This is an optimization exercise on Yosys and OpenROAD, whose aim is small area and a short achievable clock period, not a production implementation. No run shown here included a check of the RTL's function; only the layout flow was run.

<file path="design/flow/flow/run.sh">
#!/bin/bash
# The standard layout (standard synthesis, floorplan, place, CTS, route) with two changes:
# repair_timing is asked for a larger setup slack than 0 (flow/setup_margin.txt) so that it
# keeps shortening the critical path, and the port buffers that every input and output gets
# are sky130_fd_sc_hd__buf_1 (flow/port_buffer.txt) instead of the delay cell buffer_ports
# picks by default; repair_timing then sizes the ones on critical paths.
# Make's full output goes to make_finish.log; each tool's own log is under orfs/logs/.
set -euo pipefail
MARGIN=$(cat flow/setup_margin.txt)
PBUF=$(cat flow/port_buffer.txt)
bash standard.sh SETUP_SLACK_MARGIN=$MARGIN "BUFFER_PORTS_ARGS=-buffer_cell $PBUF" finish > make_finish.log 2>&1
</file>
<file path="design/flow/flow/port_buffer.txt">
sky130_fd_sc_hd__buf_1
</file>
<file path="design/flow/flow/setup_margin.txt">
10
</file>
<file path="design/flow/standard.sh">
#!/bin/bash
# synth_recipe.tcl (not shown) runs the flow's synth.tcl, then flattens the netlist and writes it again
# the make line also repeats each setting of config.mk as NAME=value (left out here)
make -C /OpenROAD-flow-scripts/flow DESIGN_CONFIG=/design/flow/config.mk WORK_HOME=/design/flow/orfs CLKGATE_MAP_FILE= SYNTH_SCRIPT=/design/flow/synth_recipe.tcl "${@:-finish}"
</file>
<file path="design/flow/config.mk">
export PLATFORM = sky130hd
export DESIGN_NAME = MAC
export DESIGN_NICKNAME = MAC
export VERILOG_FILES = /design/flow/design.v
export SDC_FILE = /design/flow/constraint.sdc
export NUM_CORES = 4
export LEC_CHECK = 0
export CAP_MARGIN = 20
export CORE_MARGIN = 2
export CORE_UTILIZATION = 65
export CTS_BUF_LIST = sky130_fd_sc_hd__clkbuf_2 sky130_fd_sc_hd__clkbuf_4 sky130_fd_sc_hd__clkbuf_8
export SLEW_MARGIN = 20
export SYNTH_HIERARCHICAL = 1
export SYNTH_MINIMUM_KEEP_SIZE = 0
</file>
<file path="design/flow/constraint.sdc">
create_clock -name core_clock -period 19.0 [get_ports {clk}]
set_input_delay 3.8000 -clock core_clock [delete_from_list [all_inputs] [get_ports {clk}]]
set_output_delay 3.8000 -clock core_clock [all_outputs]
set_load 0.01 [all_outputs]
</file>
<file path="design/flow/design.v">
module FX(A, B, C, S, CO);
	input A, B, C;
	output S, CO;
	wire t;
	X2 x1(A, B, t);
	X2 x2(t, C, S);
	MJ m(A, B, C, CO);
endmodule
module X2(a, b, y);
	input a, b;
	output y;
	assign y = a ^ b;
endmodule
module MJ(a, b, c, y);
	input a, b, c;
	output y;
	assign y = (a & b) | (a & c) | (b & c);
endmodule
module FA(A,B,C,sum, carry);
	input A,B,C;
	output sum,carry;
	assign sum = A^B^C;
	assign carry = (A&B) | (B&C) | (C&A);
endmodule
module HA(A,B,sum, carry);
	input A,B;
	output sum,carry;
	assign sum = A^B;
	assign carry = A&B;
endmodule
module MAC(A,B,out,clk,reset);
	input [15:0] A,B;
	input clk,reset;
	output [35:0] out;
	reg [35:0] acc;
	wire [35:0] nxt;
	always @(posedge clk or posedge reset)
	begin
		if(reset)
			acc <= 36'd0;
		else
			acc <= nxt;
	end
	assign out = acc;
	wire [255:0] pp;
	genvar gi;
	generate for (gi = 0; gi < 16; gi = gi + 1) begin : ppg
		assign pp[16*gi+15:16*gi] = A & {16{B[gi]}};
	end endgenerate
	wire hs1;
	wire hc2;
	wire fs3;
	wire fc4;
	wire hs5;
	wire hc6;
	wire fs7;
	wire fc8;
	wire fs9;
	wire fc10;
	wire hs11;
	wire hc12;
	wire fs13;
	wire fc14;
	wire fs15;
	wire fc16;
	wire fs17;
	wire fc18;
	wire hs19;
	wire hc20;
	wire fs21;
	wire fc22;
	wire fs23;
	wire fc24;
	wire fs25;
	wire fc26;
	wire fs27;
	wire fc28;
	wire hs29;
	wire hc30;
	wire fs31;
	wire fc32;
	wire fs33;
	wire fc34;
	wire fs35;
	wire fc36;
	wire fs37;
	wire fc38;
	wire fs39;
	wire fc40;
	wire hs41;
	wire hc42;
	wire fs43;
	wire fc44;
	wire fs45;
	wire fc46;
	wire fs47;
	wire fc48;
	wire fs49;
	wire fc50;
	wire fs51;
	wire fc52;
	wire fs53;
	wire fc54;
	wire hs55;
	wire hc56;
	wire fs57;
	wire fc58;
	wire fs59;
	wire fc60;
	wire fs61;
	wire fc62;
	wire fs63;
	wire fc64;
	wire fs65;
	wire fc66;
	wire fs67;
	wire fc68;
	wire fs69;
	wire fc70;
	wire hs71;
	wire hc72;
	wire fs73;
	wire fc74;
	wire fs75;
	wire fc76;
	wire fs77;
	wire fc78;
	wire fs79;
	wire fc80;
	wire fs81;
	wire fc82;
	wire fs83;
	wire fc84;
	wire fs85;
	wire fc86;
	wire fs87;
	wire fc88;
	wire hs89;
	wire hc90;
	wire fs91;
	wire fc92;
	wire fs93;
	wire fc94;
	wire fs95;
	wire fc96;
	wire fs97;
	wire fc98;
	wire fs99;
	wire fc100;
	wire fs101;
	wire fc102;
	wire fs103;
	wire fc104;
	wire fs105;
	wire fc106;
	wire fs107;
	wire fc108;
	wire hs109;
	wire hc110;
	wire fs111;
	wire fc112;
	wire fs113;
	wire fc114;
	wire fs115;
	wire fc116;
	wire fs117;
	wire fc118;
	wire fs119;
	wire fc120;
	wire fs121;
	wire fc122;
	wire fs123;
	wire fc124;
	wire fs125;
	wire fc126;
	wire fs127;
	wire fc128;
	wire fs129;
	wire fc130;
	wire hs131;
	wire hc132;
	wire fs133;
	wire fc134;
	wire fs135;
	wire fc136;
	wire fs137;
	wire fc138;
	wire fs139;
	wire fc140;
	wire fs141;
	wire fc142;
	wire fs143;
	wire fc144;
	wire fs145;
	wire fc146;
	wire fs147;
	wire fc148;
	wire fs149;
	wire fc150;
	wire fs151;
	wire fc152;
	wire fs153;
	wire fc154;
	wire hs155;
	wire hc156;
	wire fs157;
	wire fc158;
	wire fs159;
	wire fc160;
	wire fs161;
	wire fc162;
	wire fs163;
	wire fc164;
	wire fs165;
	wire fc166;
	wire fs167;
	wire fc168;
	wire fs169;
	wire fc170;
	wire fs171;
	wire fc172;
	wire fs173;
	wire fc174;
	wire fs175;
	wire fc176;
	wire fs177;
	wire fc178;
	wire fs179;
	wire fc180;
	wire hs181;
	wire hc182;
	wire fs183;
	wire fc184;
	wire fs185;
	wire fc186;
	wire fs187;
	wire fc188;
	wire fs189;
	wire fc190;
	wire fs191;
	wire fc192;
	wire fs193;
	wire fc194;
	wire fs195;
	wire fc196;
	wire fs197;
	wire fc198;
	wire fs199;
	wire fc200;
	wire fs201;
	wire fc202;
	wire fs203;
	wire fc204;
	wire fs205;
	wire fc206;
	wire fs207;
	wire fc208;
	wire hs209;
	wire hc210;
	wire fs211;
	wire fc212;
	wire fs213;
	wire fc214;
	wire fs215;
	wire fc216;
	wire fs217;
	wire fc218;
	wire fs219;
	wire fc220;
	wire fs221;
	wire fc222;
	wire fs223;
	wire fc224;
	wire fs225;
	wire fc226;
	wire fs227;
	wire fc228;
	wire fs229;
	wire fc230;
	wire fs231;
	wire fc232;
	wire fs233;
	wire fc234;
	wire fs235;
	wire fc236;
	wire fs237;
	wire fc238;
	wire hs239;
	wire hc240;
	wire fs241;
	wire fc242;
	wire fs243;
	wire fc244;
	wire fs245;
	wire fc246;
	wire fs247;
	wire fc248;
	wire fs249;
	wire fc250;
	wire fs251;
	wire fc252;
	wire fs253;
	wire fc254;
	wire fs255;
	wire fc256;
	wire fs257;
	wire fc258;
	wire fs259;
	wire fc260;
	wire fs261;
	wire fc262;
	wire fs263;
	wire fc264;
	wire fs265;
	wire fc266;
	wire fs267;
	wire fc268;
	wire hs269;
	wire hc270;
	wire fs271;
	wire fc272;
	wire fs273;
	wire fc274;
	wire fs275;
	wire fc276;
	wire fs277;
	wire fc278;
	wire fs279;
	wire fc280;
	wire fs281;
	wire fc282;
	wire fs283;
	wire fc284;
	wire fs285;
	wire fc286;
	wire fs287;
	wire fc288;
	wire fs289;
	wire fc290;
	wire fs291;
	wire fc292;
	wire fs293;
	wire fc294;
	wire fs295;
	wire fc296;
	wire fs297;
	wire fc298;
	wire fs299;
	wire fc300;
	wire fs301;
	wire fc302;
	wire fs303;
	wire fc304;
	wire fs305;
	wire fc306;
	wire fs307;
	wire fc308;
	wire fs309;
	wire fc310;
	wire fs311;
	wire fc312;
	wire fs313;
	wire fc314;
	wire fs315;
	wire fc316;
	wire fs317;
	wire fc318;
	wire fs319;
	wire fc320;
	wire fs321;
	wire fc322;
	wire fs323;
	wire fc324;
	wire fs325;
	wire fc326;
	wire fs327;
	wire fc328;
	wire fs329;
	wire fc330;
	wire fs331;
	wire fc332;
	wire fs333;
	wire fc334;
	wire fs335;
	wire fc336;
	wire fs337;
	wire fc338;
	wire fs339;
	wire fc340;
	wire fs341;
	wire fc342;
	wire fs343;
	wire fc344;
	wire fs345;
	wire fc346;
	wire fs347;
	wire fc348;
	wire fs349;
	wire fc350;
	wire fs351;
	wire fc352;
	wire fs353;
	wire fc354;
	wire fs355;
	wire fc356;
	wire fs357;
	wire fc358;
	wire fs359;
	wire fc360;
	wire fs361;
	wire fc362;
	wire fs363;
	wire fc364;
	wire fs365;
	wire fc366;
	wire fs367;
	wire fc368;
	wire fs369;
	wire fc370;
	wire fs371;
	wire fc372;
	wire fs373;
	wire fc374;
	wire fs375;
	wire fc376;
	wire fs377;
	wire fc378;
	wire fs379;
	wire fc380;
	wire fs381;
	wire fc382;
	wire fs383;
	wire fc384;
	wire fs385;
	wire fc386;
	wire fs387;
	wire fc388;
	wire fs389;
	wire fc390;
	wire fs391;
	wire fc392;
	wire fs393;
	wire fc394;
	wire fs395;
	wire fc396;
	wire fs397;
	wire fc398;
	wire fs399;
	wire fc400;
	wire fs401;
	wire fc402;
	wire fs403;
	wire fc404;
	wire fs405;
	wire fc406;
	wire fs407;
	wire fc408;
	wire fs409;
	wire fc410;
	wire fs411;
	wire fc412;
	wire fs413;
	wire fc414;
	wire fs415;
	wire fc416;
	wire fs417;
	wire fc418;
	wire fs419;
	wire fc420;
	wire fs421;
	wire fc422;
	wire fs423;
	wire fc424;
	wire fs425;
	wire fc426;
	wire fs427;
	wire fc428;
	wire fs429;
	wire fc430;
	wire fs431;
	wire fc432;
	wire fs433;
	wire fc434;
	wire fs435;
	wire fc436;
	wire fs437;
	wire fc438;
	wire fs439;
	wire fc440;
	wire fs441;
	wire fc442;
	wire fs443;
	wire fc444;
	wire fs445;
	wire fc446;
	wire fs447;
	wire fc448;
	wire fs449;
	wire fc450;
	wire fs451;
	wire fc452;
	wire fs453;
	wire fc454;
	wire fs455;
	wire fc456;
	wire fs457;
	wire fc458;
	wire fs459;
	wire fc460;
	wire fs461;
	wire fc462;
	wire fs463;
	wire fc464;
	wire fs465;
	wire fc466;
	wire fs467;
	wire fc468;
	wire fs469;
	wire fc470;
	wire fs471;
	wire fc472;
	wire fs473;
	wire fc474;
	wire fs475;
	wire fc476;
	wire fs477;
	wire fc478;
	wire fs479;
	wire fc480;
	wire g0_0;
	wire p0_0;
	wire g0_1;
	wire p0_1;
	wire g0_2;
	wire p0_2;
	wire g0_3;
	wire p0_3;
	wire g0_4;
	wire p0_4;
	wire g0_5;
	wire p0_5;
	wire g0_6;
	wire p0_6;
	wire g0_7;
	wire p0_7;
	wire g0_8;
	wire p0_8;
	wire g0_9;
	wire p0_9;
	wire g0_10;
	wire p0_10;
	wire g0_11;
	wire p0_11;
	wire g0_12;
	wire p0_12;
	wire g0_13;
	wire p0_13;
	wire g0_14;
	wire p0_14;
	wire g0_15;
	wire p0_15;
	wire g0_16;
	wire p0_16;
	wire g0_17;
	wire p0_17;
	wire g0_18;
	wire p0_18;
	wire g0_19;
	wire p0_19;
	wire g0_20;
	wire p0_20;
	wire g0_21;
	wire p0_21;
	wire g0_22;
	wire p0_22;
	wire g0_23;
	wire p0_23;
	wire g0_24;
	wire p0_24;
	wire g0_25;
	wire p0_25;
	wire g0_26;
	wire p0_26;
	wire g0_27;
	wire p0_27;
	wire g0_28;
	wire p0_28;
	wire g0_29;
	wire p0_29;
	wire g0_30;
	wire p0_30;
	wire g0_31;
	wire p0_31;
	wire g0_32;
	wire p0_32;
	wire g0_33;
	wire p0_33;
	wire g0_34;
	wire p0_34;
	wire g0_35;
	wire p0_35;
	wire G481;
	wire P481;
	wire G482;
	wire P482;
	wire G483;
	wire P483;
	wire G484;
	wire P484;
	wire G485;
	wire P485;
	wire G486;
	wire P486;
	wire G487;
	wire P487;
	wire G488;
	wire P488;
	wire G489;
	wire P489;
	wire G490;
	wire P490;
	wire G491;
	wire P491;
	wire G492;
	wire P492;
	wire G493;
	wire P493;
	wire G494;
	wire P494;
	wire G495;
	wire P495;
	wire G496;
	wire P496;
	wire G497;
	wire P497;
	wire G498;
	wire P498;
	wire G499;
	wire P499;
	wire G500;
	wire P500;
	wire G501;
	wire P501;
	wire G502;
	wire P502;
	wire G503;
	wire P503;
	wire G504;
	wire P504;
	wire G505;
	wire P505;
	wire G506;
	wire P506;
	wire G507;
	wire P507;
	wire G508;
	wire P508;
	wire G509;
	wire P509;
	wire G510;
	wire P510;
	wire G511;
	wire P511;
	wire G512;
	wire P512;
	wire G513;
	wire P513;
	wire G514;
	wire P514;
	wire G515;
	wire P515;
	wire G516;
	wire P516;
	wire G517;
	wire P517;
	wire G518;
	wire P518;
	wire G519;
	wire P519;
	wire G520;
	wire P520;
	wire G521;
	wire P521;
	wire G522;
	wire P522;
	wire G523;
	wire P523;
	wire G524;
	wire P524;
	wire G525;
	wire P525;
	wire G526;
	wire P526;
	wire G527;
	wire P527;
	wire G528;
	wire P528;
	wire G529;
	wire P529;
	wire G530;
	wire P530;
	wire G531;
	wire P531;
	wire G532;
	wire P532;
	wire G533;
	wire P533;
	wire G534;
	wire P534;
	wire G535;
	wire P535;
	wire G536;
	wire P536;
	wire G537;
	wire P537;
	wire G538;
	wire P538;
	wire G539;
	wire P539;
	wire G540;
	wire P540;
	wire G541;
	wire P541;
	wire G542;
	wire P542;
	wire G543;
	wire P543;
	wire G544;
	wire P544;
	wire G545;
	wire P545;
	wire G546;
	wire P546;
	wire G547;
	wire P547;
	wire G548;
	wire P548;
	wire G549;
	wire P549;
	wire G550;
	wire P550;
	wire G551;
	wire P551;
	wire G552;
	wire P552;
	wire G553;
	wire P553;
	wire G554;
	wire P554;
	HA h2(acc[1], pp[1], hs1, hc2);
	FA f4(acc[2], pp[2], pp[17], fs3, fc4);
	HA h6(pp[32], hc2, hs5, hc6);
	FA f8(acc[3], pp[3], pp[18], fs7, fc8);
	FA f10(pp[33], pp[48], fc4, fs9, fc10);
	HA h12(hc6, fs7, hs11, hc12);
	FA f14(acc[4], pp[4], pp[19], fs13, fc14);
	FA f16(pp[34], pp[49], pp[64], fs15, fc16);
	FA f18(fc8, fs13, fs15, fs17, fc18);
	HA h20(hc12, fc10, hs19, hc20);
	FA f22(acc[5], pp[5], pp[20], fs21, fc22);
	FA f24(pp[35], pp[50], pp[65], fs23, fc24);
	FA f26(pp[80], fc14, fc16, fs25, fc26);
	FA f28(fs21, fs23, fc18, fs27, fc28);
	HA h30(fs25, hc20, hs29, hc30);
	FA f32(acc[6], pp[6], pp[21], fs31, fc32);
	FA f34(pp[36], pp[51], pp[66], fs33, fc34);
	FA f36(pp[81], pp[96], fc22, fs35, fc36);
	FA f38(fc24, fs31, fs33, fs37, fc38);
	FA f40(fc26, fs35, fs37, fs39, fc40);
	HA h42(hc30, fc28, hs41, hc42);
	FA f44(acc[7], pp[7], pp[22], fs43, fc44);
	FA f46(pp[37], pp[52], pp[67], fs45, fc46);
	FA f48(pp[82], pp[97], pp[112], fs47, fc48);
	FA f50(fc32, fc34, fs43, fs49, fc50);
	FA f52(fs45, fs47, fc36, fs51, fc52);
	FA f54(fc38, fs49, fs51, fs53, fc54);
	HA h56(fc40, hc42, hs55, hc56);
	FA f58(acc[8], pp[8], pp[23], fs57, fc58);
	FA f60(pp[38], pp[53], pp[68], fs59, fc60);
	FA f62(pp[83], pp[98], pp[113], fs61, fc62);
	FA f64(pp[128], fc44, fc46, fs63, fc64);
	FA f66(fc48, fs57, fs59, fs65, fc66);
	FA f68(fs61, fc50, fs63, fs67, fc68);
	FA f70(fs65, fc52, fs67, fs69, fc70);
	HA h72(fc54, hc56, hs71, hc72);
	FA f74(acc[9], pp[9], pp[24], fs73, fc74);
	FA f76(pp[39], pp[54], pp[69], fs75, fc76);
	FA f78(pp[84], pp[99], pp[114], fs77, fc78);
	FA f80(pp[129], pp[144], fc58, fs79, fc80);
	FA f82(fc60, fc62, fs73, fs81, fc82);
	FA f84(fs75, fs77, fc64, fs83, fc84);
	FA f86(fc66, fs79, fs81, fs85, fc86);
	FA f88(fc68, fs83, fs85, fs87, fc88);
	HA h90(fc70, hc72, hs89, hc90);
	FA f92(acc[10], pp[10], pp[25], fs91, fc92);
	FA f94(pp[40], pp[55], pp[70], fs93, fc94);
	FA f96(pp[85], pp[100], pp[115], fs95, fc96);
	FA f98(pp[130], pp[145], pp[160], fs97, fc98);
	FA f100(fc74, fc76, fc78, fs99, fc100);
	FA f102(fs91, fs93, fs95, fs101, fc102);
	FA f104(fs97, fc80, fc82, fs103, fc104);
	FA f106(fs99, fs101, fc84, fs105, fc106);
	FA f108(fc86, fs103, fs105, fs107, fc108);
	HA h110(fc88, hc90, hs109, hc110);
	FA f112(acc[11], pp[11], pp[26], fs111, fc112);
	FA f114(pp[41], pp[56], pp[71], fs113, fc114);
	FA f116(pp[86], pp[101], pp[116], fs115, fc116);
	FA f118(pp[131], pp[146], pp[161], fs117, fc118);
	FA f120(pp[176], fc92, fc94, fs119, fc120);
	FA f122(fc96, fc98, fs111, fs121, fc122);
	FA f124(fs113, fs115, fs117, fs123, fc124);
	FA f126(fc100, fc102, fs119, fs125, fc126);
	FA f128(fs121, fs123, fc104, fs127, fc128);
	FA f130(fs125, fc106, fs127, fs129, fc130);
	HA h132(fc108, fs129, hs131, hc132);
	FX x134(acc[12], pp[12], pp[27], fs133, fc134);
	FX x136(pp[42], pp[57], pp[72], fs135, fc136);
	FX x138(pp[87], pp[102], pp[117], fs137, fc138);
	FX x140(pp[132], pp[147], pp[162], fs139, fc140);
	FA f142(pp[177], pp[192], fc112, fs141, fc142);
	FA f144(fc114, fc116, fc118, fs143, fc144);
	FX x146(fs133, fs135, fs137, fs145, fc146);
	FA f148(fs139, fc120, fc122, fs147, fc148);
	FA f150(fc124, fs141, fs143, fs149, fc150);
	FA f152(fs145, fc126, fs147, fs151, fc152);
	FA f154(fs149, fc128, fs151, fs153, fc154);
	HA h156(fc130, fs153, hs155, hc156);
	FX x158(acc[13], pp[13], pp[28], fs157, fc158);
	FX x160(pp[43], pp[58], pp[73], fs159, fc160);
	FX x162(pp[88], pp[103], pp[118], fs161, fc162);
	FX x164(pp[133], pp[148], pp[163], fs163, fc164);
	FX x166(pp[178], pp[193], pp[208], fs165, fc166);
	FX x168(fc134, fc136, fc138, fs167, fc168);
	FX x170(fc140, fs157, fs159, fs169, fc170);
	FX x172(fs161, fs163, fs165, fs171, fc172);
	FX x174(fc142, fc144, fc146, fs173, fc174);
	FA f176(fs167, fs169, fs171, fs175, fc176);
	FA f178(fc148, fc150, fs173, fs177, fc178);
	FA f180(fs175, fc152, fs177, fs179, fc180);
	HA h182(fc154, fs179, hs181, hc182);
	FA f184(acc[14], pp[14], pp[29], fs183, fc184);
	FA f186(pp[44], pp[59], pp[74], fs185, fc186);
	FA f188(pp[89], pp[104], pp[119], fs187, fc188);
	FA f190(pp[134], pp[149], pp[164], fs189, fc190);
	FA f192(pp[179], pp[194], pp[209], fs191, fc192);
	FX x194(pp[224], fc158, fc160, fs193, fc194);
	FA f196(fc162, fc164, fc166, fs195, fc196);
	FA f198(fs183, fs185, fs187, fs197, fc198);
	FX x200(fs189, fs191, fc168, fs199, fc200);
	FX x202(fc170, fc172, fs193, fs201, fc202);
	FX x204(fs195, fs197, fc174, fs203, fc204);
	FA f206(fs199, fc176, fs201, fs205, fc206);
	FA f208(fc178, fs203, fs205, fs207, fc208);
	HA h210(fc180, fs207, hs209, hc210);
	FA f212(acc[15], pp[15], pp[30], fs211, fc212);
	FA f214(pp[45], pp[60], pp[75], fs213, fc214);
	FA f216(pp[90], pp[105], pp[120], fs215, fc216);
	FA f218(pp[135], pp[150], pp[165], fs217, fc218);
	FA f220(pp[180], pp[195], pp[210], fs219, fc220);
	FA f222(pp[225], pp[240], fc184, fs221, fc222);
	FA f224(fc186, fc188, fc190, fs223, fc224);
	FA f226(fc192, fs211, fs213, fs225, fc226);
	FA f228(fs215, fs217, fs219, fs227, fc228);
	FA f230(fc194, fc196, fc198, fs229, fc230);
	FA f232(fs221, fs223, fs225, fs231, fc232);
	FX x234(fs227, fc200, fc202, fs233, fc234);
	FX x236(fs229, fs231, fc204, fs235, fc236);
	FA f238(fc206, fs233, fs235, fs237, fc238);
	HA h240(fc208, hc210, hs239, hc240);
	FA f242(acc[16], pp[31], pp[46], fs241, fc242);
	FA f244(pp[61], pp[76], pp[91], fs243, fc244);
	FA f246(pp[106], pp[121], pp[136], fs245, fc246);
	FA f248(pp[151], pp[166], pp[181], fs247, fc248);
	FA f250(pp[196], pp[211], pp[226], fs249, fc250);
	FA f252(pp[241], fc212, fc214, fs251, fc252);
	FA f254(fc216, fc218, fc220, fs253, fc254);
	FA f256(fs241, fs243, fs245, fs255, fc256);
	FA f258(fs247, fs249, fc222, fs257, fc258);
	FA f260(fc224, fc226, fc228, fs259, fc260);
	FA f262(fs251, fs253, fs255, fs261, fc262);
	FA f264(fc230, fs257, fc232, fs263, fc264);
	FX x266(fs259, fs261, fc234, fs265, fc266);
	FX x268(fs263, fc236, fs265, fs267, fc268);
	HA h270(fc238, fs267, hs269, hc270);
	FX x272(acc[17], pp[47], pp[62], fs271, fc272);
	FX x274(pp[77], pp[92], pp[107], fs273, fc274);
	FX x276(pp[122], pp[137], pp[152], fs275, fc276);
	FA f278(pp[167], pp[182], pp[197], fs277, fc278);
	FA f280(pp[212], pp[227], pp[242], fs279, fc280);
	FA f282(fc242, fc244, fc246, fs281, fc282);
	FX x284(fc248, fc250, fs271, fs283, fc284);
	FA f286(fs273, fs275, fs277, fs285, fc286);
	FA f288(fs279, fc252, fc254, fs287, fc288);
	FX x290(fc256, fs281, fs283, fs289, fc290);
	FA f292(fs285, fc258, fc260, fs291, fc292);
	FX x294(fs287, fc262, fs289, fs293, fc294);
	FX x296(fc264, fs291, fs293, fs295, fc296);
	FX x298(fc266, fs295, fc268, fs297, fc298);
	FA f300(acc[18], pp[63], pp[78], fs299, fc300);
	FA f302(pp[93], pp[108], pp[123], fs301, fc302);
	FA f304(pp[138], pp[153], pp[168], fs303, fc304);
	FA f306(pp[183], pp[198], pp[213], fs305, fc306);
	FA f308(pp[228], pp[243], fc272, fs307, fc308);
	FA f310(fc274, fc276, fc278, fs309, fc310);
	FA f312(fc280, fs299, fs301, fs311, fc312);
	FA f314(fs303, fs305, fc282, fs313, fc314);
	FA f316(fc284, fc286, fs307, fs315, fc316);
	FA f318(fs309, fs311, fc288, fs317, fc318);
	FA f320(fs313, fc290, fs315, fs319, fc320);
	FA f322(fc292, fs317, fc294, fs321, fc322);
	FA f324(fs319, fc296, fs321, fs323, fc324);
	FA f326(acc[19], pp[79], pp[94], fs325, fc326);
	FA f328(pp[109], pp[124], pp[139], fs327, fc328);
	FA f330(pp[154], pp[169], pp[184], fs329, fc330);
	FA f332(pp[199], pp[214], pp[229], fs331, fc332);
	FA f334(pp[244], fc300, fc302, fs333, fc334);
	FA f336(fc304, fc306, fs325, fs335, fc336);
	FA f338(fs327, fs329, fs331, fs337, fc338);
	FA f340(fc308, fc310, fc312, fs339, fc340);
	FA f342(fs333, fs335, fs337, fs341, fc342);
	FA f344(fc314, fc316, fs339, fs343, fc344);
	FA f346(fs341, fc318, fc320, fs345, fc346);
	FA f348(fs343, fc322, fs345, fs347, fc348);
	FA f350(acc[20], pp[95], pp[110], fs349, fc350);
	FA f352(pp[125], pp[140], pp[155], fs351, fc352);
	FA f354(pp[170], pp[185], pp[200], fs353, fc354);
	FA f356(pp[215], pp[230], pp[245], fs355, fc356);
	FA f358(fc326, fc328, fc330, fs357, fc358);
	FA f360(fc332, fs349, fs351, fs359, fc360);
	FA f362(fs353, fs355, fc334, fs361, fc362);
	FA f364(fc336, fc338, fs357, fs363, fc364);
	FA f366(fs359, fc340, fs361, fs365, fc366);
	FA f368(fc342, fs363, fc344, fs367, fc368);
	FA f370(fs365, fc346, fs367, fs369, fc370);
	FA f372(acc[21], pp[111], pp[126], fs371, fc372);
	FA f374(pp[141], pp[156], pp[171], fs373, fc374);
	FA f376(pp[186], pp[201], pp[216], fs375, fc376);
	FA f378(pp[231], pp[246], fc350, fs377, fc378);
	FA f380(fc352, fc354, fc356, fs379, fc380);
	FA f382(fs371, fs373, fs375, fs381, fc382);
	FA f384(fc358, fc360, fs377, fs383, fc384);
	FA f386(fs379, fs381, fc362, fs385, fc386);
	FA f388(fc364, fs383, fc366, fs387, fc388);
	FA f390(fs385, fc368, fs387, fs389, fc390);
	FA f392(acc[22], pp[127], pp[142], fs391, fc392);
	FA f394(pp[157], pp[172], pp[187], fs393, fc394);
	FA f396(pp[202], pp[217], pp[232], fs395, fc396);
	FA f398(pp[247], fc372, fc374, fs397, fc398);
	FA f400(fc376, fs391, fs393, fs399, fc400);
	FA f402(fs395, fc378, fc380, fs401, fc402);
	FA f404(fc382, fs397, fs399, fs403, fc404);
	FA f406(fc384, fs401, fs403, fs405, fc406);
	FA f408(fc386, fs405, fc388, fs407, fc408);
	FA f410(acc[23], pp[143], pp[158], fs409, fc410);
	FA f412(pp[173], pp[188], pp[203], fs411, fc412);
	FA f414(pp[218], pp[233], pp[248], fs413, fc414);
	FA f416(fc392, fc394, fc396, fs415, fc416);
	FA f418(fs409, fs411, fs413, fs417, fc418);
	FA f420(fc398, fc400, fs415, fs419, fc420);
	FA f422(fs417, fc402, fc404, fs421, fc422);
	FA f424(fs419, fc406, fs421, fs423, fc424);
	FA f426(acc[24], pp[159], pp[174], fs425, fc426);
	FA f428(pp[189], pp[204], pp[219], fs427, fc428);
	FA f430(pp[234], pp[249], fc410, fs429, fc430);
	FA f432(fc412, fc414, fs425, fs431, fc432);
	FA f434(fs427, fc416, fc418, fs433, fc434);
	FA f436(fs429, fs431, fc420, fs435, fc436);
	FA f438(fs433, fc422, fs435, fs437, fc438);
	FA f440(acc[25], pp[175], pp[190], fs439, fc440);
	FA f442(pp[205], pp[220], pp[235], fs441, fc442);
	FA f444(pp[250], fc426, fc428, fs443, fc444);
	FA f446(fs439, fs441, fc430, fs445, fc446);
	FA f448(fc432, fs443, fc434, fs447, fc448);
	FA f450(fs445, fc436, fs447, fs449, fc450);
	FA f452(acc[26], pp[191], pp[206], fs451, fc452);
	FA f454(pp[221], pp[236], pp[251], fs453, fc454);
	FA f456(fc440, fc442, fs451, fs455, fc456);
	FA f458(fs453, fc444, fs455, fs457, fc458);
	FA f460(fc446, fs457, fc448, fs459, fc460);
	FA f462(acc[27], pp[207], pp[222], fs461, fc462);
	FA f464(pp[237], pp[252], fc452, fs463, fc464);
	FA f466(fc454, fs461, fc456, fs465, fc466);
	FA f468(fs463, fc458, fs465, fs467, fc468);
	FA f470(acc[28], pp[223], pp[238], fs469, fc470);
	FA f472(pp[253], fc462, fs469, fs471, fc472);
	FA f474(fc464, fs471, fc466, fs473, fc474);
	FA f476(acc[29], pp[239], pp[254], fs475, fc476);
	FA f478(fc470, fs475, fc472, fs477, fc478);
	FA f480(acc[30], pp[255], fc476, fs479, fc480);
	wire [35:0] r0, r1;
	assign r0[0] = acc[0];
	assign r1[0] = pp[0];
	assign r0[1] = pp[16];
	assign r1[1] = hs1;
	assign r0[2] = fs3;
	assign r1[2] = hs5;
	assign r0[3] = hs11;
	assign r1[3] = fs9;
	assign r0[4] = fs17;
	assign r1[4] = hs19;
	assign r0[5] = hs29;
	assign r1[5] = fs27;
	assign r0[6] = fs39;
	assign r1[6] = hs41;
	assign r0[7] = fs53;
	assign r1[7] = hs55;
	assign r0[8] = fs69;
	assign r1[8] = hs71;
	assign r0[9] = fs87;
	assign r1[9] = hs89;
	assign r0[10] = fs107;
	assign r1[10] = hs109;
	assign r0[11] = hc110;
	assign r1[11] = hs131;
	assign r0[12] = hc132;
	assign r1[12] = hs155;
	assign r0[13] = hs181;
	assign r1[13] = hc156;
	assign r0[14] = hs209;
	assign r1[14] = hc182;
	assign r0[15] = fs237;
	assign r1[15] = hs239;
	assign r0[16] = hc240;
	assign r1[16] = hs269;
	assign r0[17] = fs297;
	assign r1[17] = hc270;
	assign r0[18] = fc298;
	assign r1[18] = fs323;
	assign r0[19] = fc324;
	assign r1[19] = fs347;
	assign r0[20] = fc348;
	assign r1[20] = fs369;
	assign r0[21] = fc370;
	assign r1[21] = fs389;
	assign r0[22] = fc390;
	assign r1[22] = fs407;
	assign r0[23] = fs423;
	assign r1[23] = fc408;
	assign r0[24] = fc424;
	assign r1[24] = fs437;
	assign r0[25] = fc438;
	assign r1[25] = fs449;
	assign r0[26] = fc450;
	assign r1[26] = fs459;
	assign r0[27] = fs467;
	assign r1[27] = fc460;
	assign r0[28] = fc468;
	assign r1[28] = fs473;
	assign r0[29] = fs477;
	assign r1[29] = fc474;
	assign r0[30] = fs479;
	assign r1[30] = fc478;
	assign r0[31] = acc[31];
	assign r1[31] = fc480;
	assign r0[32] = acc[32];
	assign r1[32] = 1'b0;
	assign r0[33] = acc[33];
	assign r1[33] = 1'b0;
	assign r0[34] = acc[34];
	assign r1[34] = 1'b0;
	assign r0[35] = acc[35];
	assign r1[35] = 1'b0;
	assign g0_0 = r0[0] & r1[0];
	assign p0_0 = r0[0] ^ r1[0];
	assign g0_1 = r0[1] & r1[1];
	assign p0_1 = r0[1] ^ r1[1];
	assign g0_2 = r0[2] & r1[2];
	assign p0_2 = r0[2] ^ r1[2];
	assign g0_3 = r0[3] & r1[3];
	assign p0_3 = r0[3] ^ r1[3];
	assign g0_4 = r0[4] & r1[4];
	assign p0_4 = r0[4] ^ r1[4];
	assign g0_5 = r0[5] & r1[5];
	assign p0_5 = r0[5] ^ r1[5];
	assign g0_6 = r0[6] & r1[6];
	assign p0_6 = r0[6] ^ r1[6];
	assign g0_7 = r0[7] & r1[7];
	assign p0_7 = r0[7] ^ r1[7];
	assign g0_8 = r0[8] & r1[8];
	assign p0_8 = r0[8] ^ r1[8];
	assign g0_9 = r0[9] & r1[9];
	assign p0_9 = r0[9] ^ r1[9];
	assign g0_10 = r0[10] & r1[10];
	assign p0_10 = r0[10] ^ r1[10];
	assign g0_11 = r0[11] & r1[11];
	assign p0_11 = r0[11] ^ r1[11];
	assign g0_12 = r0[12] & r1[12];
	assign p0_12 = r0[12] ^ r1[12];
	assign g0_13 = r0[13] & r1[13];
	assign p0_13 = r0[13] ^ r1[13];
	assign g0_14 = r0[14] & r1[14];
	assign p0_14 = r0[14] ^ r1[14];
	assign g0_15 = r0[15] & r1[15];
	assign p0_15 = r0[15] ^ r1[15];
	assign g0_16 = r0[16] & r1[16];
	assign p0_16 = r0[16] ^ r1[16];
	assign g0_17 = r0[17] & r1[17];
	assign p0_17 = r0[17] ^ r1[17];
	assign g0_18 = r0[18] & r1[18];
	assign p0_18 = r0[18] ^ r1[18];
	assign g0_19 = r0[19] & r1[19];
	assign p0_19 = r0[19] ^ r1[19];
	assign g0_20 = r0[20] & r1[20];
	assign p0_20 = r0[20] ^ r1[20];
	assign g0_21 = r0[21] & r1[21];
	assign p0_21 = r0[21] ^ r1[21];
	assign g0_22 = r0[22] & r1[22];
	assign p0_22 = r0[22] ^ r1[22];
	assign g0_23 = r0[23] & r1[23];
	assign p0_23 = r0[23] ^ r1[23];
	assign g0_24 = r0[24] & r1[24];
	assign p0_24 = r0[24] ^ r1[24];
	assign g0_25 = r0[25] & r1[25];
	assign p0_25 = r0[25] ^ r1[25];
	assign g0_26 = r0[26] & r1[26];
	assign p0_26 = r0[26] ^ r1[26];
	assign g0_27 = r0[27] & r1[27];
	assign p0_27 = r0[27] ^ r1[27];
	assign g0_28 = r0[28] & r1[28];
	assign p0_28 = r0[28] ^ r1[28];
	assign g0_29 = r0[29] & r1[29];
	assign p0_29 = r0[29] ^ r1[29];
	assign g0_30 = r0[30] & r1[30];
	assign p0_30 = r0[30] ^ r1[30];
	assign g0_31 = r0[31] & r1[31];
	assign p0_31 = r0[31] ^ r1[31];
	assign g0_32 = r0[32] & r1[32];
	assign p0_32 = r0[32] ^ r1[32];
	assign g0_33 = r0[33] & r1[33];
	assign p0_33 = r0[33] ^ r1[33];
	assign g0_34 = r0[34] & r1[34];
	assign p0_34 = r0[34] ^ r1[34];
	assign g0_35 = r0[35] & r1[35];
	assign p0_35 = r0[35] ^ r1[35];
	assign G481 = g0_1 | (p0_1 & g0_0);
	assign P481 = p0_1 & p0_0;
	assign G482 = g0_2 | (p0_2 & G481);
	assign P482 = p0_2 & P481;
	assign G483 = g0_3 | (p0_3 & G482);
	assign P483 = p0_3 & P482;
	assign G484 = g0_4 | (p0_4 & G483);
	assign P484 = p0_4 & P483;
	assign G485 = g0_5 | (p0_5 & G484);
	assign P485 = p0_5 & P484;
	assign G486 = g0_6 | (p0_6 & G485);
	assign P486 = p0_6 & P485;
	assign G487 = g0_7 | (p0_7 & G486);
	assign P487 = p0_7 & P486;
	assign G488 = g0_8 | (p0_8 & G487);
	assign P488 = p0_8 & P487;
	assign G489 = g0_10 | (p0_10 & g0_9);
	assign P489 = p0_10 & p0_9;
	assign G490 = g0_12 | (p0_12 & g0_11);
	assign P490 = p0_12 & p0_11;
	assign G491 = g0_14 | (p0_14 & g0_13);
	assign P491 = p0_14 & p0_13;
	assign G492 = g0_16 | (p0_16 & g0_15);
	assign P492 = p0_16 & p0_15;
	assign G493 = g0_18 | (p0_18 & g0_17);
	assign P493 = p0_18 & p0_17;
	assign G494 = g0_20 | (p0_20 & g0_19);
	assign P494 = p0_20 & p0_19;
	assign G495 = g0_22 | (p0_22 & g0_21);
	assign P495 = p0_22 & p0_21;
	assign G496 = g0_24 | (p0_24 & g0_23);
	assign P496 = p0_24 & p0_23;
	assign G497 = g0_26 | (p0_26 & g0_25);
	assign P497 = p0_26 & p0_25;
	assign G498 = g0_28 | (p0_28 & g0_27);
	assign P498 = p0_28 & p0_27;
	assign G499 = g0_30 | (p0_30 & g0_29);
	assign P499 = p0_30 & p0_29;
	assign G500 = g0_32 | (p0_32 & g0_31);
	assign P500 = p0_32 & p0_31;
	assign G501 = g0_34 | (p0_34 & g0_33);
	assign P501 = p0_34 & p0_33;
	assign G502 = g0_9 | (p0_9 & G488);
	assign P502 = p0_9 & P488;
	assign G503 = G489 | (P489 & G488);
	assign P503 = P489 & P488;
	assign G504 = g0_13 | (p0_13 & G490);
	assign P504 = p0_13 & P490;
	assign G505 = G491 | (P491 & G490);
	assign P505 = P491 & P490;
	assign G506 = g0_17 | (p0_17 & G492);
	assign P506 = p0_17 & P492;
	assign G507 = G493 | (P493 & G492);
	assign P507 = P493 & P492;
	assign G508 = g0_21 | (p0_21 & G494);
	assign P508 = p0_21 & P494;
	assign G509 = G495 | (P495 & G494);
	assign P509 = P495 & P494;
	assign G510 = g0_25 | (p0_25 & G496);
	assign P510 = p0_25 & P496;
	assign G511 = G497 | (P497 & G496);
	assign P511 = P497 & P496;
	assign G512 = g0_29 | (p0_29 & G498);
	assign P512 = p0_29 & P498;
	assign G513 = G499 | (P499 & G498);
	assign P513 = P499 & P498;
	assign G514 = g0_33 | (p0_33 & G500);
	assign P514 = p0_33 & P500;
	assign G515 = G501 | (P501 & G500);
	assign P515 = P501 & P500;
	assign G516 = g0_11 | (p0_11 & G503);
	assign P516 = p0_11 & P503;
	assign G517 = G490 | (P490 & G503);
	assign P517 = P490 & P503;
	assign G518 = G504 | (P504 & G503);
	assign P518 = P504 & P503;
	assign G519 = G505 | (P505 & G503);
	assign P519 = P505 & P503;
	assign G520 = g0_19 | (p0_19 & G507);
	assign P520 = p0_19 & P507;
	assign G521 = G494 | (P494 & G507);
	assign P521 = P494 & P507;
	assign G522 = G508 | (P508 & G507);
	assign P522 = P508 & P507;
	assign G523 = G509 | (P509 & G507);
	assign P523 = P509 & P507;
	assign G524 = g0_27 | (p0_27 & G511);
	assign P524 = p0_27 & P511;
	assign G525 = G498 | (P498 & G511);
	assign P525 = P498 & P511;
	assign G526 = G512 | (P512 & G511);
	assign P526 = P512 & P511;
	assign G527 = G513 | (P513 & G511);
	assign P527 = P513 & P511;
	assign G528 = g0_35 | (p0_35 & G515);
	assign P528 = p0_35 & P515;
	assign G529 = g0_15 | (p0_15 & G519);
	assign P529 = p0_15 & P519;
	assign G530 = G492 | (P492 & G519);
	assign P530 = P492 & P519;
	assign G531 = G506 | (P506 & G519);
	assign P531 = P506 & P519;
	assign G532 = G507 | (P507 & G519);
	assign P532 = P507 & P519;
	assign G533 = G520 | (P520 & G519);
	assign P533 = P520 & P519;
	assign G534 = G521 | (P521 & G519);
	assign P534 = P521 & P519;
	assign G535 = G522 | (P522 & G519);
	assign P535 = P522 & P519;
	assign G536 = G523 | (P523 & G519);
	assign P536 = P523 & P519;
	assign G537 = g0_31 | (p0_31 & G527);
	assign P537 = p0_31 & P527;
	assign G538 = G500 | (P500 & G527);
	assign P538 = P500 & P527;
	assign G539 = G514 | (P514 & G527);
	assign P539 = P514 & P527;
	assign G540 = G515 | (P515 & G527);
	assign P540 = P515 & P527;
	assign G541 = G528 | (P528 & G527);
	assign P541 = P528 & P527;
	assign G542 = g0_23 | (p0_23 & G536);
	assign P542 = p0_23 & P536;
	assign G543 = G496 | (P496 & G536);
	assign P543 = P496 & P536;
	assign G544 = G510 | (P510 & G536);
	assign P544 = P510 & P536;
	assign G545 = G511 | (P511 & G536);
	assign P545 = P511 & P536;
	assign G546 = G524 | (P524 & G536);
	assign P546 = P524 & P536;
	assign G547 = G525 | (P525 & G536);
	assign P547 = P525 & P536;
	assign G548 = G526 | (P526 & G536);
	assign P548 = P526 & P536;
	assign G549 = G527 | (P527 & G536);
	assign P549 = P527 & P536;
	assign G550 = G537 | (P537 & G536);
	assign P550 = P537 & P536;
	assign G551 = G538 | (P538 & G536);
	assign P551 = P538 & P536;
	assign G552 = G539 | (P539 & G536);
	assign P552 = P539 & P536;
	assign G553 = G540 | (P540 & G536);
	assign P553 = P540 & P536;
	assign G554 = G541 | (P541 & G536);
	assign P554 = P541 & P536;
	assign nxt[0] = p0_0;
	assign nxt[1] = p0_1 ^ g0_0;
	assign nxt[2] = p0_2 ^ G481;
	assign nxt[3] = p0_3 ^ G482;
	assign nxt[4] = p0_4 ^ G483;
	assign nxt[5] = p0_5 ^ G484;
	assign nxt[6] = p0_6 ^ G485;
	assign nxt[7] = p0_7 ^ G486;
	assign nxt[8] = p0_8 ^ G487;
	assign nxt[9] = p0_9 ^ G488;
	assign nxt[10] = p0_10 ^ G502;
	assign nxt[11] = p0_11 ^ G503;
	assign nxt[12] = p0_12 ^ G516;
	assign nxt[13] = p0_13 ^ G517;
	assign nxt[14] = p0_14 ^ G518;
	assign nxt[15] = p0_15 ^ G519;
	assign nxt[16] = p0_16 ^ G529;
	assign nxt[17] = p0_17 ^ G530;
	assign nxt[18] = p0_18 ^ G531;
	assign nxt[19] = p0_19 ^ G532;
	assign nxt[20] = p0_20 ^ G533;
	assign nxt[21] = p0_21 ^ G534;
	assign nxt[22] = p0_22 ^ G535;
	assign nxt[23] = p0_23 ^ G536;
	assign nxt[24] = p0_24 ^ G542;
	assign nxt[25] = p0_25 ^ G543;
	assign nxt[26] = p0_26 ^ G544;
	assign nxt[27] = p0_27 ^ G545;
	assign nxt[28] = p0_28 ^ G546;
	assign nxt[29] = p0_29 ^ G547;
	assign nxt[30] = p0_30 ^ G548;
	assign nxt[31] = p0_31 ^ G549;
	assign nxt[32] = p0_32 ^ G550;
	assign nxt[33] = p0_33 ^ G551;
	assign nxt[34] = p0_34 ^ G552;
	assign nxt[35] = p0_35 ^ G553;
endmodule
</file>
==> flow_metrics.env, run 1 <==
export IMPL_status="finished clean"
export IMPL_rrSetupSlack_ns=13.67
export IMPL_floorplan_initialDensity_pct=66.93
export IMPL_worstMarginPinSlew_ns=0.8619
export IMPL_min_to="acc[35]"
export IMPL_first_pass_iters=8
export IMPL_seqCellArea_um2=900.9
export IMPL_synth_cell_types=37
export IMPL_die_area_mm2=0.01464
export IMPL_dpl_worst_slack_ns=9.568
export IMPL_cts_tree="yes"
export IMPL_syn_avg_cell_area_um2=11.29
export IMPL_place_inst=998
export IMPL_multi_input_area_mm2=0.007760
export IMPL_grt_max_degree=37
export IMPL_required_ns=19.23
export IMPL_setup_violations=0
export IMPL_layout_min_cycle_time_ns=8.832
export IMPL_yosysSeqAreaShare_pct=10.12
export IMPL_crit_top_cell="fa_1"
export IMPL_clk_latency_ns=0.34
export IMPL_rsz0062_at_grt="false"
export IMPL_dp_hpwl_um=18020
export IMPL_drc_errors=0
export IMPL_top_register="acc"
export IMPL_period_share_pct=46.48
export IMPL_async_reset_ff_share_pct=100.0
export IMPL_io_buffer_count=69
export IMPL_top_regs="acc (36)"
export IMPL_drive_gt1_share_pct=9.398
export IMPL_diodes=0
export IMPL_wl_per_cell_um=22.96
export IMPL_synth_edf_count=0
export IMPL_r2r_cells=14
export IMPL_cp_buffers_inverters=1
export IMPL_max_slew_margin_rel_pct=42.54
export IMPL_synth_seq_cells=36
export IMPL_grt_pass1_wl_um=37980
export IMPL_design_core_area_mm2=0.01330
export IMPL_tns_ns=0
export IMPL_die_height_um=121.0
export IMPL_grt_overflow=0
export IMPL_fillers=1005
export IMPL_holdWs_ns=0.4814
export IMPL_crit_path_end_kind="flip-flop"
export IMPL_io_pins=70
export IMPL_maxCapViolCount=0
export IMPL_drv_slew=0
export IMPL_crit_type="in2reg"
export IMPL_cts_htree_levels=2
export IMPL_clockBufferDepth=2
export IMPL_first_global_vias=7017
export IMPL_gp_congestion=0.8860
export IMPL_critPathMaxStageDelay_ns=0.54
export IMPL_ant_nets=0
export IMPL_finalHoldViolCount=0
export IMPL_min_path_type="reg2reg"
export IMPL_min_delay_path_depth=1
export IMPL_netlist_area_mm2=0.008899
export IMPL_dieWidth_um=121.0
export IMPL_worst_path_max_fanout=16
export IMPL_largest_reg_flops=36
export IMPL_nNetsFinal=1109
export IMPL_cts_buffers_inserted=5
export IMPL_drt_total_wl_um=23100
export IMPL_crit_family="adder cells"
export IMPL_drt_iter0_markers=340
export IMPL_ys_warn_count=7
export IMPL_antenna_found_initial=0
export IMPL_r2r_end="acc[34]"
export IMPL_synth_ff_type="dfrtp_1"
export IMPL_critPathLaunchType="primary input"
export IMPL_setup_slack_ns=10.17
export IMPL_skew_ns=0.01574
export IMPL_cp_slowest_cell="fa_1"
export IMPL_synthesis_nets=1068
export IMPL_r2r_start="acc[15]"
export IMPL_cts_setup_buffers=0
export IMPL_syn_inst=788
export IMPL_crit_chain="clkbuf_2 > and2_1 > fa_1 > fa_1 > fa_1 > fa_1 > fa_1 > fa_1 > ha_1 > and4_1 > o21ai_0 > a31o_2 > o21ba_4 > o31ai_4 > nand2_1 > xnor2_1"
export IMPL_final_cell_count_no_fill=1006
export IMPL_row_count=42
export IMPL_cts_root_buffer="clkbuf_8"
export IMPL_path_clk_slew_ns=0.09
export IMPL_critPathArrivalTime_ns=9.06
export IMPL_routed_via_density=5.955
export IMPL_cts_sinks=36
export IMPL_worstHoldStart="acc[35]"
export IMPL_cts_repair_resized=14
export IMPL_via_count=5991
export IMPL_grt_usage_pct=35.34
export IMPL_hold_buffers=0
export IMPL_area_growth_syn_to_layout_pct=5.301
export IMPL_timing_fmax_mhz=113.2
## cell type report
| class | count | share of cell area, % |
|---|---|---|
| multi-input cells | 691 | 82.81 |
| repair buffers | 70 | 3.231 |
| clock inverters | 3 | 0.2537 |
| inverters | 25 | 1.001 |
| flip-flops and latches | 36 | 9.614 |
| clock buffers | 5 | 0.7344 |
| well taps | 176 | 2.350 |
## cell families (layout without fill, tap and decap cells)
kind of cell	after synthesis	after routing	share of synthesized area, %
and+or+nand+nor	292	292	20.08
adders and majority gates	276	276	55.76
xor gates and xnor gates	82	82	8.071
buffers and inverters	61	103	2.742
AOI/OAI and AO/OA	41	41	3.220
DFF	36	36	10.12
## through the flow
step | util [%] | instance area (um^2)
3_5_place_dp | 69.46 | 9235
3_3_place_gp | 69.46 | 9235
6_report | 70.48 | 9370
4_1_cts | 70.44 | 9365
5_1_grt | 70.48 | 9370
2_1_floorplan | - | 8899
## modules after synthesis (local to each module, per instance), excerpt
module	cells inside	copies in the design	area [um^2]
X2	1	60	8.758
FA	1	194	20.02
MAC	488	1	3951
MJ	1	30	11.26
HA	1	16	12.51
## cells in the mapped netlist (all sizes together), types with 2 or more instances
cell,instances,area [um^2]
xnor2,15,131.4
o21a,3,22.52
buf,4,30.03
nand4,2,18.77
a21oi,16,80.08
maj3,30,337.8
nor2,8,30.03
xor2,67,586.8
nand2b,4,25.02
o31a,2,17.52
nand3,4,25.02
dfrtp,36,900.9
or3,2,17.52
o211ai,2,15.01
inv,25,93.84
and2,255,1595
fa,206,4124
clkbuf,32,120.1
a21o,4,30.03
nand2,13,48.80
o21ai,6,30.03
ha,40,500.5
## metal layers
layer / up-vias / GRT usage, % / wire (um)
met2: 264 / 58.11 / 11450
met4: 0 / 14.75 / 697
li1: 2537 / - / -
met3: 57 / 9.352 / 1911
met5: - / 0 / 0
met1: 3133 / 44.56 / 9043
## worst register-to-register path, stage by stage (launching register included)
cell and delay (ns):
dfrtp_1 0.47, fa_1 0.54, fa_1 0.45, fa_1 0.42, fa_1 0.41, fa_1 0.57, fa_1 0.45, ha_1 0.37
and4_1 0.20, o21ai_0 0.16, a31o_2 0.32, o21ba_4 0.27, o31ai_4 0.35, nand2_1 0.11, xnor2_1 0.13
## how the worst max path moves through the flow
stage	start	to	slack [ns]	cells past startpoint
final	B[5]	acc[34]	10.17	16
after global routing	B[5]	acc[34]	9.99	16
after CTS	A[6]	acc[24]	10.00	16
after detailed placement	A[7]	acc[24]	9.57	16
after global placement	B[3]	acc[24]	9.59	16
after floorplan	B[2]	acc[35]	10.48	16
## placed cells by master (no fill, tap or decap), drive strengths merged, types with 6 or more instances in the layout
| master | count |
|---|---|
| and2 | 255 |
| fa | 206 |
| xor2 | 67 |
| buf | 54 |
| ha | 40 |
| dfrtp | 36 |
| maj3 | 30 |
| inv | 25 |
| clkbuf | 21 |
| a21oi | 16 |
| xnor2 | 15 |
| nand2 | 13 |
| nor2 | 8 |
| o21ai | 6 |
==> run 2, diff against run 1 <==
==> design/flow/flow/setup_margin.txt (replaced) <==
10.4
==> run 2 against run 1 <==
Clock skew about the same. Utilization increased by 2.0 points. Hold slack got worse by 0.0051 ns. Via count about the same. Area after synthesis unchanged. Global-route usage about the same. Design area increased by 2.8%. Sequential share of layout area decreased by 0.27 points. Maximum frequency increased by 4.5%. Routed wire length increased by 0.79%. Critical path type unchanged.
==> flow_metrics.env, run 2 <==
export IMPL_status="finished clean"
export IMPL_path_clk_slew_ns=0.09
export IMPL_die_area_mm2=0.01464
export IMPL_critPathArrivalTime_ns=8.68
export IMPL_clk_latency_ns=0.34
export IMPL_grt_max_degree=37
export IMPL_area_growth_syn_to_layout_pct=8.296
export IMPL_yosysSeqAreaShare_pct=10.12
export IMPL_final_util_pct=72.48
export IMPL_crit_top_cell="fa_1"
export IMPL_cts_htree_levels=2
export IMPL_dieWidth_um=121.0
export IMPL_dp_hpwl_um=18020
export IMPL_first_pass_iters=5
export IMPL_layout_min_cycle_time_ns=8.453
export IMPL_floorplan_initialDensity_pct=66.93
export IMPL_crit_chain="clkbuf_4 > and2_1 > fa_1 > fa_1 > fa_2 > fa_2 > fa_1 > ha_1 > ha_1 > o211ai_1 > a21o_1 > a31o_2 > o21ba_4 > o31ai_4 > nand2_1 > xnor2_1"
export IMPL_cp_slowest_cell="fa_2"
export IMPL_period_share_pct=44.49
export IMPL_fillers=958
export IMPL_maxCapViolCount=0
export IMPL_skew_ns=0.01589
export IMPL_largest_reg_flops=36
export IMPL_die_height_um=121.0
export IMPL_crit_type="in2reg"
export IMPL_required_ns=19.23
export IMPL_layout_commonest_cell="and2_1"
export IMPL_cts_buffers_inserted=5
export IMPL_min_path_type="reg2reg"
export IMPL_critPathLaunchType="primary input"
export IMPL_diodes=0
export IMPL_yosys_top_cells_count="and2_1, fa_1, xor2_1, ha_1, dfrtp_1"
export IMPL_io_pins=70
export IMPL_final_area_mm2=0.009637
export IMPL_synthTopCellsByArea="fa_1, and2_1, dfrtp_1, xor2_1, ha_1"
export IMPL_synth_top_cell_by_area="fa_1"
export IMPL_worst_path_max_fanout=16
export IMPL_netlist_area_mm2=0.008899
export IMPL_final_cell_mix="and2_1, fa_1, xor2_1"
export IMPL_synthMostInstantiatedCell="and2_1"
export IMPL_design_core_area_mm2=0.01330
export IMPL_top_register="acc"
export IMPL_synthesis_nets=1068
export IMPL_tns_ns=0
export IMPL_io_buffer_count=69
export IMPL_first_global_vias=7010
export IMPL_grt_usage_pct=35.37
export IMPL_cts_tree="yes"
export IMPL_worstMarginPinSlew_ns=0.5332
export IMPL_drive_gt1_share_pct=15.61
export IMPL_dpl_worst_slack_ns=9.568
export IMPL_synth_seq_cells=36
export IMPL_synth_cell_types=37
export IMPL_via_count=5996
export IMPL_clockBufferDepth=2
export IMPL_cts_root_buffer="clkbuf_8"
export IMPL_gp_congestion=0.8860
export IMPL_synth_edf_count=0
export IMPL_max_slew_margin_rel_pct=64.45
export IMPL_drt_iter0_markers=362
export IMPL_finalHoldViolCount=0
export IMPL_place_inst=998
export IMPL_top_regs="acc (36)"
export IMPL_syn_inst=788
export IMPL_crit_path_end_kind="flip-flop"
export IMPL_syn_avg_cell_area_um2=11.29
export IMPL_wl_per_cell_um=23.08
export IMPL_nNetsFinal=1112
export IMPL_async_reset_ff_share_pct=100.0
export IMPL_grt_overflow=0
export IMPL_setup_violations=0
export IMPL_setup_slack_ns=10.55
export IMPL_ant_nets=0
export IMPL_place_area_mm2=0.009235
export IMPL_ys_warn_count=7
export IMPL_drv_slew=0
export IMPL_netlist_area_leader_share_pct=46.34
export IMPL_drc_errors=0
export IMPL_grt_pass1_wl_um=38060
export IMPL_holdWs_ns=0.4763
export IMPL_critPathMaxStageDelay_ns=0.56
export IMPL_cts_sinks=36
export IMPL_antenna_found_initial=0
export IMPL_timing_fmax_mhz=118.3
export IMPL_final_cell_count_no_fill=1009
export IMPL_rsz0062_at_grt="false"
export IMPL_routed_via_density=5.943
export IMPL_synth_ff_type="dfrtp_1"
export IMPL_row_count=42
export IMPL_drt_total_wl_um=23280
## run 2: worst paths after layout
check                         from  endpoint  slack, ns  cells after the start
hold reg to reg            acc[35]   acc[35]       0.48                      1
hold / removal             acc[35]   acc[35]       0.48                      1
max in group asynchronous    reset   acc[19]      15.07                      3
setup reg to reg           acc[18]   acc[34]      13.90                     14
min in group asynchronous    reset    acc[1]       3.56                      3
setup / recovery              A[5]   acc[34]      10.55                     16
## run 2: critical path: cells and delay by family
family | cells | cell delay [ns]
and+or+nand+nor | 2 | 0.30
xor gates and xnor gates | 1 | 0.13
AOI/OAI and AO/OA | 5 | 1.25
adders and majority gates | 7 | 2.99
buffers and inverters | 1 | 0.21
## run 2: cell families after synthesis
kind of cell / synth area share, %
AND/OR/NAND/NOR: 20.08
XOR/XNOR: 8.071
buffers and inverters: 2.742
AO/OA/AOI/OAI: 3.220
adder cells (fa/ha/maj): 55.76
flip-flops: 10.12
## run 2: timing repair
item,in CTS,in global routing
setup buffers,1,2
pin swaps,1,16
resized for setup,50,92
hold buffers,0,0
endpoints found under the setup margin,19,18
## run 2: Yosys stat by module (local to each module, per instance), excerpt
module / copies in the design / flip-flops and latches
X2: 60 / 0
MJ: 30 / 0
MAC: 1 / 36
FA: 194 / 0
HA: 16 / 0
## run 2: layout make-up
class / instances / area (um^2) / area share (%)
multi-input combinational: 691 / 7924 / 82.23
sequential: 36 / 900.9 / 9.348
timing repair buffer: 73 / 405.4 / 4.207
tap: 176 / 220.2 / 2.285
inverter: 25 / 93.84 / 0.9738
clock buffer: 5 / 68.82 / 0.7141
clock inverter: 3 / 23.77 / 0.2467
## run 2: per-layer routing
layer	vias to the layer above	wire [um]	track usage (%)
li1	2538	-	-
met1	3140	9047	44.86
met4	0	646	13.95
met2	267	11750	58.74
met3	51	1843	8.741
met5	-	0	0

-- re-timing with driven ports --
Ports are ideal in the flow. The routed layouts listed here were re-timed in OpenROAD.
Step 1 sets driving cells, clkbuf_16 on the clock port and buf_2 on the other inputs (assumed; they add their load-dependent delay and slew).
Step 2 times the ports against the registers' clock, not the clock port: input delays grow and output delays shrink by t, the midpoint of the rising clock arrivals with the driver on.
Three values: ideal, step 1, step 2; two values: the first two.
run | shift t [ns] | setup slack, ns | slew at the worst register clock pin (ns)
run 1 | 0.377 | 10.168 / 10.181 / 9.805 | 0.10 / 0.10
run 2 | 0.375 | 10.547 / 10.555 / 10.180 | 0.10 / 0.10
After both steps every run listed still meets setup and hold. The setup slack of run 2, which loses most, moves by +0.008 ns with the drivers and by -0.367 ns with both steps.
